This is an optimization exercise on Yosys and OpenROAD, whose aim is small area, a short achievable clock period and few clock cycles per item, not a production implementation. RTL that was checked went through simulation tests only; none was proved equivalent to the original.

trial 12:
==> flow/design.v <==
module mod_exp(
    input clk,
    input rst,
    input start,
    input [31:0] base,
    input [31:0] exponent,
    input [31:0] modulus,
    output [31:0] result,
    output reg done
);
    localparam integer J1 = 2;               
    localparam integer J2 = 5;               
    localparam integer DW = 32 + J2 - J1;    
    reg        busy;
    reg        ph;        
    reg        indiv;     
    reg        tone;      
    reg [31:0] s, t, e, M;
    reg [DW-1:0] D;       
    reg [5:0]  L0;        
    reg [5:0]  lim;       
    assign result = t;
    wire tcp = ph && tone && !indiv;    
    wire [31:0] A = (ph && !tcp) ? t : s;
    wire [31:0] P;
    booth32 u_mul(.a(A), .b(s), .p(P));
    wire [31:0] x [0:J2];
    assign x[0] = A;
    genvar k;
    generate
        for (k = 1; k <= J2; k = k + 1) begin : g_step
            wire [31:0] xin = (k == J2 - J1 + 1) ? ((indiv || tcp) ? x[k-1] : P) : x[k-1];
            wire [DW-1:0] dk = D >> (k - 1);
            wire [DW:0] diff = {1'b0, {(DW-32){1'b0}}, xin} - {1'b0, dk};
            wire act = (lim >= k) && !diff[DW];
            assign x[k] = act ? diff[31:0] : xin;
        end
    endgenerate
    wire norm = !M[31];
    wire nz4 = (M[31:28] == 4'd0);
    wire [31:0] Mn = !busy ? modulus : norm ? (nz4 ? {M[27:0], 4'd0} : {M[30:0], 1'b0}) : M;
    wire fin = (lim <= J2);
    wire ehz = (e[31:1] == 31'd0);
    wire fin_all = (!ph && ehz) || (!norm && fin && ph && ehz);
    always @(posedge clk) begin
        M <= Mn;
        if (!busy || norm || fin)
            D <= {Mn, {(J2-J1){1'b0}}};
        else
            D <= D >> J2;
        if (!busy) begin
            s <= base;
            e <= exponent;
            ph <= exponent[0];
            indiv <= 1'b0;
            tone <= 1'b1;
            L0 <= 6'd1 + J2 - J1;
            lim <= 6'd1 + J2 - J1;
        end else if (!ph && ehz) begin
            t <= 32'd1;            
        end else if (norm) begin
            L0 <= L0 + (nz4 ? 6'd4 : 6'd1);
            lim <= L0 + (nz4 ? 6'd4 : 6'd1);
        end else begin
            if (ph) t <= x[J2]; else s <= x[J2];
            if (fin) begin
                lim <= L0;
                indiv <= 1'b0;
                if (!ph) begin
                    e <= e >> 1;
                    ph <= e[1];
                end else begin
                    ph <= 1'b0;
                    tone <= 1'b0;
                end
            end else begin
                lim <= lim - J2;
                indiv <= 1'b1;
            end
        end
    end
    always @(posedge clk or posedge rst) begin
        if (rst) begin
            busy <= 1'b0;
            done <= 1'b0;
        end else if (start) begin
            busy <= 1'b1;
            done <= 1'b0;
        end else if (busy && fin_all) begin
            busy <= 1'b0;
            done <= 1'b1;
        end
    end
endmodule
module booth32(input [31:0] a, input [31:0] b, output [31:0] p);
  wire [32:0] bb = {b, 1'b0};
  wire [31:0] rows [0:15];
  wire [31:0] negv;
  genvar i;
  generate for (i = 0; i < 16; i = i + 1) begin : g
    wire b0 = bb[2*i], b1 = bb[2*i+1], b2 = bb[2*i+2];
    wire neg = b2 & ~(b1 & b0);
    wire one = b1 ^ b0;
    wire two = (b2 & ~b1 & ~b0) | (~b2 & b1 & b0);
    wire [32:0] a2 = {a, 1'b0};
    wire [31:0] mag = ({32{one}} & a) | ({32{two}} & a2[31:0]);
    wire [31:0] r = (mag ^ {32{neg}});
    assign rows[i] = r << (2*i);
    assign negv[2*i] = neg;
    assign negv[2*i+1] = 1'b0;
  end endgenerate
  assign p = rows[0] + rows[1] + rows[2] + rows[3] + rows[4] + rows[5] + rows[6] + rows[7] + rows[8] + rows[9] + rows[10] + rows[11] + rows[12] + rows[13] + rows[14] + rows[15] + negv;
endmodule
clock: 95.0 ns
lec_check: 0
cap_margin: 20
core_margin: 2
core_utilization: 40
slew_margin: 20
run.sh (not shown) runs the stock make flow with config.mk's settings and CLKGATE_MAP_FILE= SYNTH_SCRIPT=/design/flow/synth_recipe.tcl, a recipe that flattens the netlist after the stock synthesis.
Testbench counts of trial 12, summed over its fixed seeds: cycles 32,174, ops 320.
--- input diff trial 12..build 40 ---
-- flow/design.v --
<<< trial 12, line 23
    wire tcp = ph && tone && !indiv;    
    wire [31:0] A = (ph && !tcp) ? t : s;
    wire [31:0] P;
    booth32 u_mul(.a(A), .b(s), .p(P));
    wire [31:0] x [0:J2];
    assign x[0] = A;
>>> build 40, line 23
    wire tcp = ph && tone && !indiv;    
    wire [31:0] A = (ph && !tcp) ? t : s;
    wire [31:0] P = A * s;
    wire [31:0] x [0:J2];
    assign x[0] = A;
<<< trial 12, line 93
    end
endmodule
module booth32(input [31:0] a, input [31:0] b, output [31:0] p);
  wire [32:0] bb = {b, 1'b0};
  wire [31:0] rows [0:15];
  wire [31:0] negv;
  genvar i;
  generate for (i = 0; i < 16; i = i + 1) begin : g
    wire b0 = bb[2*i], b1 = bb[2*i+1], b2 = bb[2*i+2];
    wire neg = b2 & ~(b1 & b0);
    wire one = b1 ^ b0;
    wire two = (b2 & ~b1 & ~b0) | (~b2 & b1 & b0);
    wire [32:0] a2 = {a, 1'b0};
    wire [31:0] mag = ({32{one}} & a) | ({32{two}} & a2[31:0]);
    wire [31:0] r = (mag ^ {32{neg}});
    assign rows[i] = r << (2*i);
    assign negv[2*i] = neg;
    assign negv[2*i+1] = 1'b0;
  end endgenerate
  assign p = rows[0] + rows[1] + rows[2] + rows[3] + rows[4] + rows[5] + rows[6] + rows[7] + rows[8] + rows[9] + rows[10] + rows[11] + rows[12] + rows[13] + rows[14] + rows[15] + negv;
endmodule
>>> build 40, line 92
    end
endmodule
Notes after the runs:
[build 40] flow finished | final checks: failed | reasons: antenna rules. Post-synthesis cell area on build 40 is up relative to trial 12. Sort build 40 and trial 12 by sequential share of layout area desc -> top: trial 12. Trial 12 has higher final weighted congestion of routability-driven global placement than build 40. Between build 40 and trial 12, the global-route usage is higher for trial 12. Going from trial 12 to build 40, core outline area grows by about 9%.
The RTL of build 40 was laid out without a check of its function.


Another version of the RTL of mod_exp (not shown whole).
Size: ~180 flip-flops.
==> module mod_exp, before the edit <==
module mod_exp(
    input clk,
    input rst,
    input start,
    input [31:0] base,
    input [31:0] exponent,
    input [31:0] modulus,
    output [31:0] result,
    output reg done
);
    localparam integer J1 = 4;               
    localparam integer J2 = 7;               
    localparam integer DW = 32 + J2 - J1;    
    localparam integer CR = 18;              
    reg        busy;
    reg        ph;        
    reg        indiv;     
    reg        tone;      
    reg        sred;      
    reg        rn;        
    reg [31:0] s, t, e, M;
    reg [DW-1:0] D;       
    reg [5:0]  L0;        
    reg [5:0]  lim;       
    assign result = t;
    wire tcp = ph && tone && !sred && !indiv;
    wire cp  = ph && tone && sred && !indiv && !rn;
    wire eph = ph && !cp;                   
    wire [31:0] A = (eph && !tcp) ? t : s;
    wire [31:0] P;
    booth32 u_mul(.a(A), .b(s), .p(P));
    wire [31:0] x [0:J2];
    assign x[0] = A;
    genvar k;
    generate
        for (k = 1; k <= J2; k = k + 1) begin : g_step
            wire [31:0] xin = (k == J2 - J1 + 1) ? ((indiv || tcp) ? x[k-1] : P) : x[k-1];
            csub #(.DW(DW)) u_cs(.x(xin), .d(D >> (k - 1)), .en(lim >= k), .y(x[k]));
        end
    endgenerate
    wire norm = !M[31] && !sred;
    wire nz16 = (M[31:16] == 16'd0);
    wire nz4 = (M[31:28] == 4'd0);
    wire [5:0] nsh = nz16 ? 6'd16 : nz4 ? 6'd4 : 6'd1;
    wire rn4 = (lim >= 6'd4);
    wire [5:0] rsh = rn4 ? 6'd4 : 6'd1;
    wire [31:0] Mn = !busy ? modulus :
                     norm ? (nz16 ? {M[15:0], 16'd0} : nz4 ? {M[27:0], 4'd0} : {M[30:0], 1'b0}) :
                     rn ? (rn4 ? {4'd0, M[31:4]} : {1'b0, M[31:1]}) : M;
    wire fin = (lim <= J2);
    wire ehz = (e[31:1] == 31'd0);
    wire step = !norm && !rn && !(cp && ehz);
    wire fin_all = (!ph && ehz) || (!norm && cp && ehz) || (step && fin && eph && ehz);
    wire [6:0] k0 = {L0, 1'b0} - 7'd2 * (1 + J2 - J1) - 7'd31;    
    always @(posedge clk) begin
        M <= Mn;
        if (!busy || norm || rn || fin)
            D <= {Mn, {(J2-J1){1'b0}}};
        else
            D <= D >> J2;
        if (!busy) begin
            s <= base;
            e <= exponent;
            ph <= exponent[0];
            indiv <= 1'b0;
            tone <= 1'b1;
            sred <= 1'b0;
            rn <= 1'b0;
            L0 <= 6'd1 + J2 - J1;
            lim <= 6'd1 + J2 - J1;
        end else if (!ph && ehz) begin
            t <= 32'd1;            
        end else if (norm) begin
            L0 <= L0 + nsh;
            lim <= L0 + nsh;
        end else if (rn) begin
            L0 <= L0 - rsh;
            if (lim == rsh) begin
                rn <= 1'b0;
                lim <= L0 - rsh;
            end else begin
                lim <= lim - rsh;
            end
        end else if (cp && ehz) begin
            t <= s;                
        end else begin
            if (eph) t <= x[J2]; else s <= x[J2];
            if (cp) begin
                t <= s;
                tone <= 1'b0;
            end
            if (fin) begin
                lim <= L0;
                indiv <= 1'b0;
                if (!eph) begin
                    e <= e >> 1;
                    ph <= e[1];
                    sred <= 1'b1;
                    if (!sred && L0 >= CR + 1 + J2 - J1) begin
                        rn <= 1'b1;
                        lim <= k0[5:0];
                    end
                end else begin
                    ph <= 1'b0;
                    tone <= 1'b0;
                end
            end else begin
                lim <= lim - J2;
                indiv <= 1'b1;
                if (cp) ph <= 1'b0;
            end
        end
    end
    always @(posedge clk or posedge rst) begin
        if (rst) begin
            busy <= 1'b0;
            done <= 1'b0;
        end else if (start) begin
            busy <= 1'b1;
            done <= 1'b0;
        end else if (busy && fin_all) begin
            busy <= 1'b0;
            done <= 1'b1;
        end
    end
endmodule
clock: 95.0 ns
lec_check: 0
abc_area: 1
cap_margin: 20
core_margin: 2
core_utilization: 60
place_density: 0.68
slew_margin: 20
standard.sh (not shown) runs the stock make flow with config.mk's settings and CLKGATE_MAP_FILE= SYNTH_SCRIPT=/design/flow/synth_recipe.tcl, a recipe that flattens the netlist after the stock synthesis.
==> flow/flow/run.sh <==
#!/bin/bash
# The standard layout, with timing repair aimed at a 20.2 ns cycle
# (the design's 95 ns clock less a 74.8 ns setup margin) instead of 95 ns.
set -euo pipefail
bash standard.sh SETUP_SLACK_MARGIN=74.8 finish > standard_flow.log 2>&1
Testbench counts at the start, summed over its fixed seeds: cycles 24,122, ops 320.
Change:
--- a/flow/design.v
+++ b/flow/design.v
@@ -7,27 +7,22 @@
     input [31:0] modulus,
     output [31:0] result,
     output reg done
 );
-    localparam integer J1 = 4;               
+    localparam integer J1 = 5;               
     localparam integer J2 = 7;               
     localparam integer DW = 32 + J2 - J1;    
-    localparam integer CR = 18;              
     reg        busy;
     reg        ph;        
     reg        indiv;     
     reg        tone;      
-    reg        sred;      
-    reg        rn;        
     reg [31:0] s, t, e, M;
     reg [DW-1:0] D;       
     reg [5:0]  L0;        
     reg [5:0]  lim;       
     assign result = t;
-    wire tcp = ph && tone && !sred && !indiv;
-    wire cp  = ph && tone && sred && !indiv && !rn;
-    wire eph = ph && !cp;                   
-    wire [31:0] A = (eph && !tcp) ? t : s;
+    wire tcp = ph && tone && !indiv;    
+    wire [31:0] A = (ph && !tcp) ? t : s;
     wire [31:0] P;
     booth32 u_mul(.a(A), .b(s), .p(P));
     wire [31:0] x [0:J2];
     assign x[0] = A;
@@ -37,25 +32,17 @@
             wire [31:0] xin = (k == J2 - J1 + 1) ? ((indiv || tcp) ? x[k-1] : P) : x[k-1];
             csub #(.DW(DW)) u_cs(.x(xin), .d(D >> (k - 1)), .en(lim >= k), .y(x[k]));
         end
     endgenerate
-    wire norm = !M[31] && !sred;
-    wire nz16 = (M[31:16] == 16'd0);
+    wire norm = !M[31];
     wire nz4 = (M[31:28] == 4'd0);
-    wire [5:0] nsh = nz16 ? 6'd16 : nz4 ? 6'd4 : 6'd1;
-    wire rn4 = (lim >= 6'd4);
-    wire [5:0] rsh = rn4 ? 6'd4 : 6'd1;
-    wire [31:0] Mn = !busy ? modulus :
-                     norm ? (nz16 ? {M[15:0], 16'd0} : nz4 ? {M[27:0], 4'd0} : {M[30:0], 1'b0}) :
-                     rn ? (rn4 ? {4'd0, M[31:4]} : {1'b0, M[31:1]}) : M;
+    wire [31:0] Mn = !busy ? modulus : norm ? (nz4 ? {M[27:0], 4'd0} : {M[30:0], 1'b0}) : M;
     wire fin = (lim <= J2);
     wire ehz = (e[31:1] == 31'd0);
-    wire step = !norm && !rn && !(cp && ehz);
-    wire fin_all = (!ph && ehz) || (!norm && cp && ehz) || (step && fin && eph && ehz);
-    wire [6:0] k0 = {L0, 1'b0} - 7'd2 * (1 + J2 - J1) - 7'd31;    
+    wire fin_all = (!ph && ehz) || (!norm && fin && ph && ehz);
     always @(posedge clk) begin
         M <= Mn;
-        if (!busy || norm || rn || fin)
+        if (!busy || norm || fin)
             D <= {Mn, {(J2-J1){1'b0}}};
         else
             D <= D >> J2;
         if (!busy) begin
@@ -63,52 +50,30 @@
             e <= exponent;
             ph <= exponent[0];
             indiv <= 1'b0;
             tone <= 1'b1;
-            sred <= 1'b0;
-            rn <= 1'b0;
             L0 <= 6'd1 + J2 - J1;
             lim <= 6'd1 + J2 - J1;
         end else if (!ph && ehz) begin
             t <= 32'd1;            
         end else if (norm) begin
-            L0 <= L0 + nsh;
-            lim <= L0 + nsh;
-        end else if (rn) begin
-            L0 <= L0 - rsh;
-            if (lim == rsh) begin
-                rn <= 1'b0;
-                lim <= L0 - rsh;
-            end else begin
-                lim <= lim - rsh;
-            end
-        end else if (cp && ehz) begin
-            t <= s;                
+            L0 <= L0 + (nz4 ? 6'd4 : 6'd1);
+            lim <= L0 + (nz4 ? 6'd4 : 6'd1);
         end else begin
-            if (eph) t <= x[J2]; else s <= x[J2];
-            if (cp) begin
-                t <= s;
-                tone <= 1'b0;
-            end
+            if (ph) t <= x[J2]; else s <= x[J2];
             if (fin) begin
                 lim <= L0;
                 indiv <= 1'b0;
-                if (!eph) begin
+                if (!ph) begin
                     e <= e >> 1;
                     ph <= e[1];
-                    sred <= 1'b1;
-                    if (!sred && L0 >= CR + 1 + J2 - J1) begin
-                        rn <= 1'b1;
-                        lim <= k0[5:0];
-                    end
                 end else begin
                     ph <= 1'b0;
                     tone <= 1'b0;
                 end
             end else begin
                 lim <= lim - J2;
                 indiv <= 1'b1;
-                if (cp) ph <= 1'b0;
             end
         end
     end
     always @(posedge clk or posedge rst) begin
Routed wire length rose by 5.1%.
Via count fell by 0.57%.
Die area fell by 4.9%.
Flip-flop and latch count fell by 3.
Fmax fell by 1.8%.
Final cell count fell by 3.4%.
Area after synthesis fell by 5.0%.
Critical path depth rose by 127.
Non-clock buffer count rose by 163.
Clock-buffer cell count rose by 1.
Synthesized cell count fell by 7.6%.
Cell area rose by 4.5%.
The RTL of the second run of this note was laid out without a check of its function.


## cedar
mod_exp, a different RTL version from the one above (not shown whole).
For scale: about 4200 cells after synthesis, about 130 I/O pins, ~0.032 mm² of cells after synthesis.
==> module mod_exp, before the edit <==
module mod_exp(
    input clk,
    input rst,
    input start,
    input [31:0] base,
    input [31:0] exponent,
    input [31:0] modulus,
    output [31:0] result,
    output reg done
);
    localparam integer J1 = 4;               
    localparam integer J2 = 7;               
    localparam integer DW = 32 + J2 - J1;    
    reg        busy;
    reg        ph;        
    reg        indiv;     
    reg        tone;      
    reg [31:0] s, t, e, M;
    reg [DW-1:0] D;       
    reg [5:0]  L0;        
    reg [5:0]  lim;       
    assign result = t;
    wire tcp = ph && tone && !indiv;    
    wire [31:0] A = (ph && !tcp) ? t : s;
    wire [31:0] P;
    booth32 u_mul(.a(A), .b(s), .p(P));
    wire [31:0] x [0:J2];
    assign x[0] = A;
    genvar k;
    generate
        for (k = 1; k <= J2; k = k + 1) begin : g_step
            wire [31:0] xin = (k == J2 - J1 + 1) ? ((indiv || tcp) ? x[k-1] : P) : x[k-1];
            csub #(.DW(DW)) u_cs(.x(xin), .d(D >> (k - 1)), .en(lim >= k), .y(x[k]));
        end
    endgenerate
    wire norm = !M[31];
    wire nz4 = (M[31:28] == 4'd0);
    wire [31:0] Mn = !busy ? modulus : norm ? (nz4 ? {M[27:0], 4'd0} : {M[30:0], 1'b0}) : M;
    wire fin = (lim <= J2);
    wire ehz = (e[31:1] == 31'd0);
    wire fin_all = (!ph && ehz) || (!norm && fin && ph && ehz);
    always @(posedge clk) begin
        M <= Mn;
        if (!busy || norm || fin)
            D <= {Mn, {(J2-J1){1'b0}}};
        else
            D <= D >> J2;
        if (!busy) begin
            s <= base;
            e <= exponent;
            ph <= exponent[0];
            indiv <= 1'b0;
            tone <= 1'b1;
            L0 <= 6'd1 + J2 - J1;
            lim <= 6'd1 + J2 - J1;
        end else if (!ph && ehz) begin
            t <= 32'd1;            
        end else if (norm) begin
            L0 <= L0 + (nz4 ? 6'd4 : 6'd1);
            lim <= L0 + (nz4 ? 6'd4 : 6'd1);
        end else begin
            if (ph) t <= x[J2]; else s <= x[J2];
            if (fin) begin
                lim <= L0;
                indiv <= 1'b0;
                if (!ph) begin
                    e <= e >> 1;
                    ph <= e[1];
                end else begin
                    ph <= 1'b0;
                    tone <= 1'b0;
                end
            end else begin
                lim <= lim - J2;
                indiv <= 1'b1;
            end
        end
    end
    always @(posedge clk or posedge rst) begin
        if (rst) begin
            busy <= 1'b0;
            done <= 1'b0;
        end else if (start) begin
            busy <= 1'b1;
            done <= 1'b0;
        end else if (busy && fin_all) begin
            busy <= 1'b0;
            done <= 1'b1;
        end
    end
endmodule
export LEC_CHECK = 0
export ABC_AREA = 1
export CAP_MARGIN = 20
export CORE_MARGIN = 2
export CORE_UTILIZATION = 40
export SLEW_MARGIN = 20
create_clock -name core_clock -period 95.0 [get_ports {clk}]
Scripts as last shown in full above: flow/flow/run.sh
Testbench counts of cedar, summed over its fixed seeds: cycles 25,883, ops 320.
Here is what was changed in the inputs of sierra compared with cedar.
-- flow/design.v --
<<< cedar, line 9
    output reg done
);
    localparam integer J1 = 4;               
    localparam integer J2 = 7;               
    localparam integer DW = 32 + J2 - J1;    
    reg        busy;
>>> sierra, line 9
    output reg done
);
    localparam integer J1 = 5;               
    localparam integer J2 = 8;               
    localparam integer DW = 32 + J2 - J1;    
    reg        busy;
--- outcome ---
Relative to cedar, xor and xnor fraction of the mapped netlist area decreased by 0.31 points in sierra. Vias: sierra above cedar. [compare] base=cedar new=sierra: routability congestion estimate went down; fmax went down; synthesized cell count went up; core utilization of the finished layout went up. A start-to-end type of the worst setup path of reg -> reg is what sierra shows, while reg -> out belongs to cedar. sierra has less setup slack than cedar. Compared with cedar, sierra shows final area that has gone up by more than 10%.
The RTL of sierra was laid out without a check of its function.

what the ideal ports hide:
The results above use ideal ports. As a check the final layouts listed here were re-extracted and re-timed, cells and wires unchanged.
Step 1, drivers: a clkbuf_16 drives clk and a buf_2 each remaining input, both assumed.
Step 2 times the ports against the registers' clock, not the clock port: input delays grow and output delays shrink by t, the midpoint of the rising clock arrivals with the driver on.
a / b / c = ideal / step 1 / step 2; a / b = the first two.
run | shift t [ns] | slack for setup (ns) | worst slew at a driven data input, ns
trial 12 | 0.524 | 74.547 / 74.492 / 74.984 | 0.05
build 40 | 0.573 | 74.454 / 74.387 / 74.950 | 0.06
the first run of note 2 | 0.525 | 74.818 / 74.761 / 74.886 | 0.09
the second run of note 2 | 0.510 | 74.444 / 74.444 / 74.444 | 0.08
cedar | 0.510 | 74.820 / 74.768 / 74.855 | 0.05
sierra | 0.510 | 74.392 / 74.392 / 74.392 | 0.06
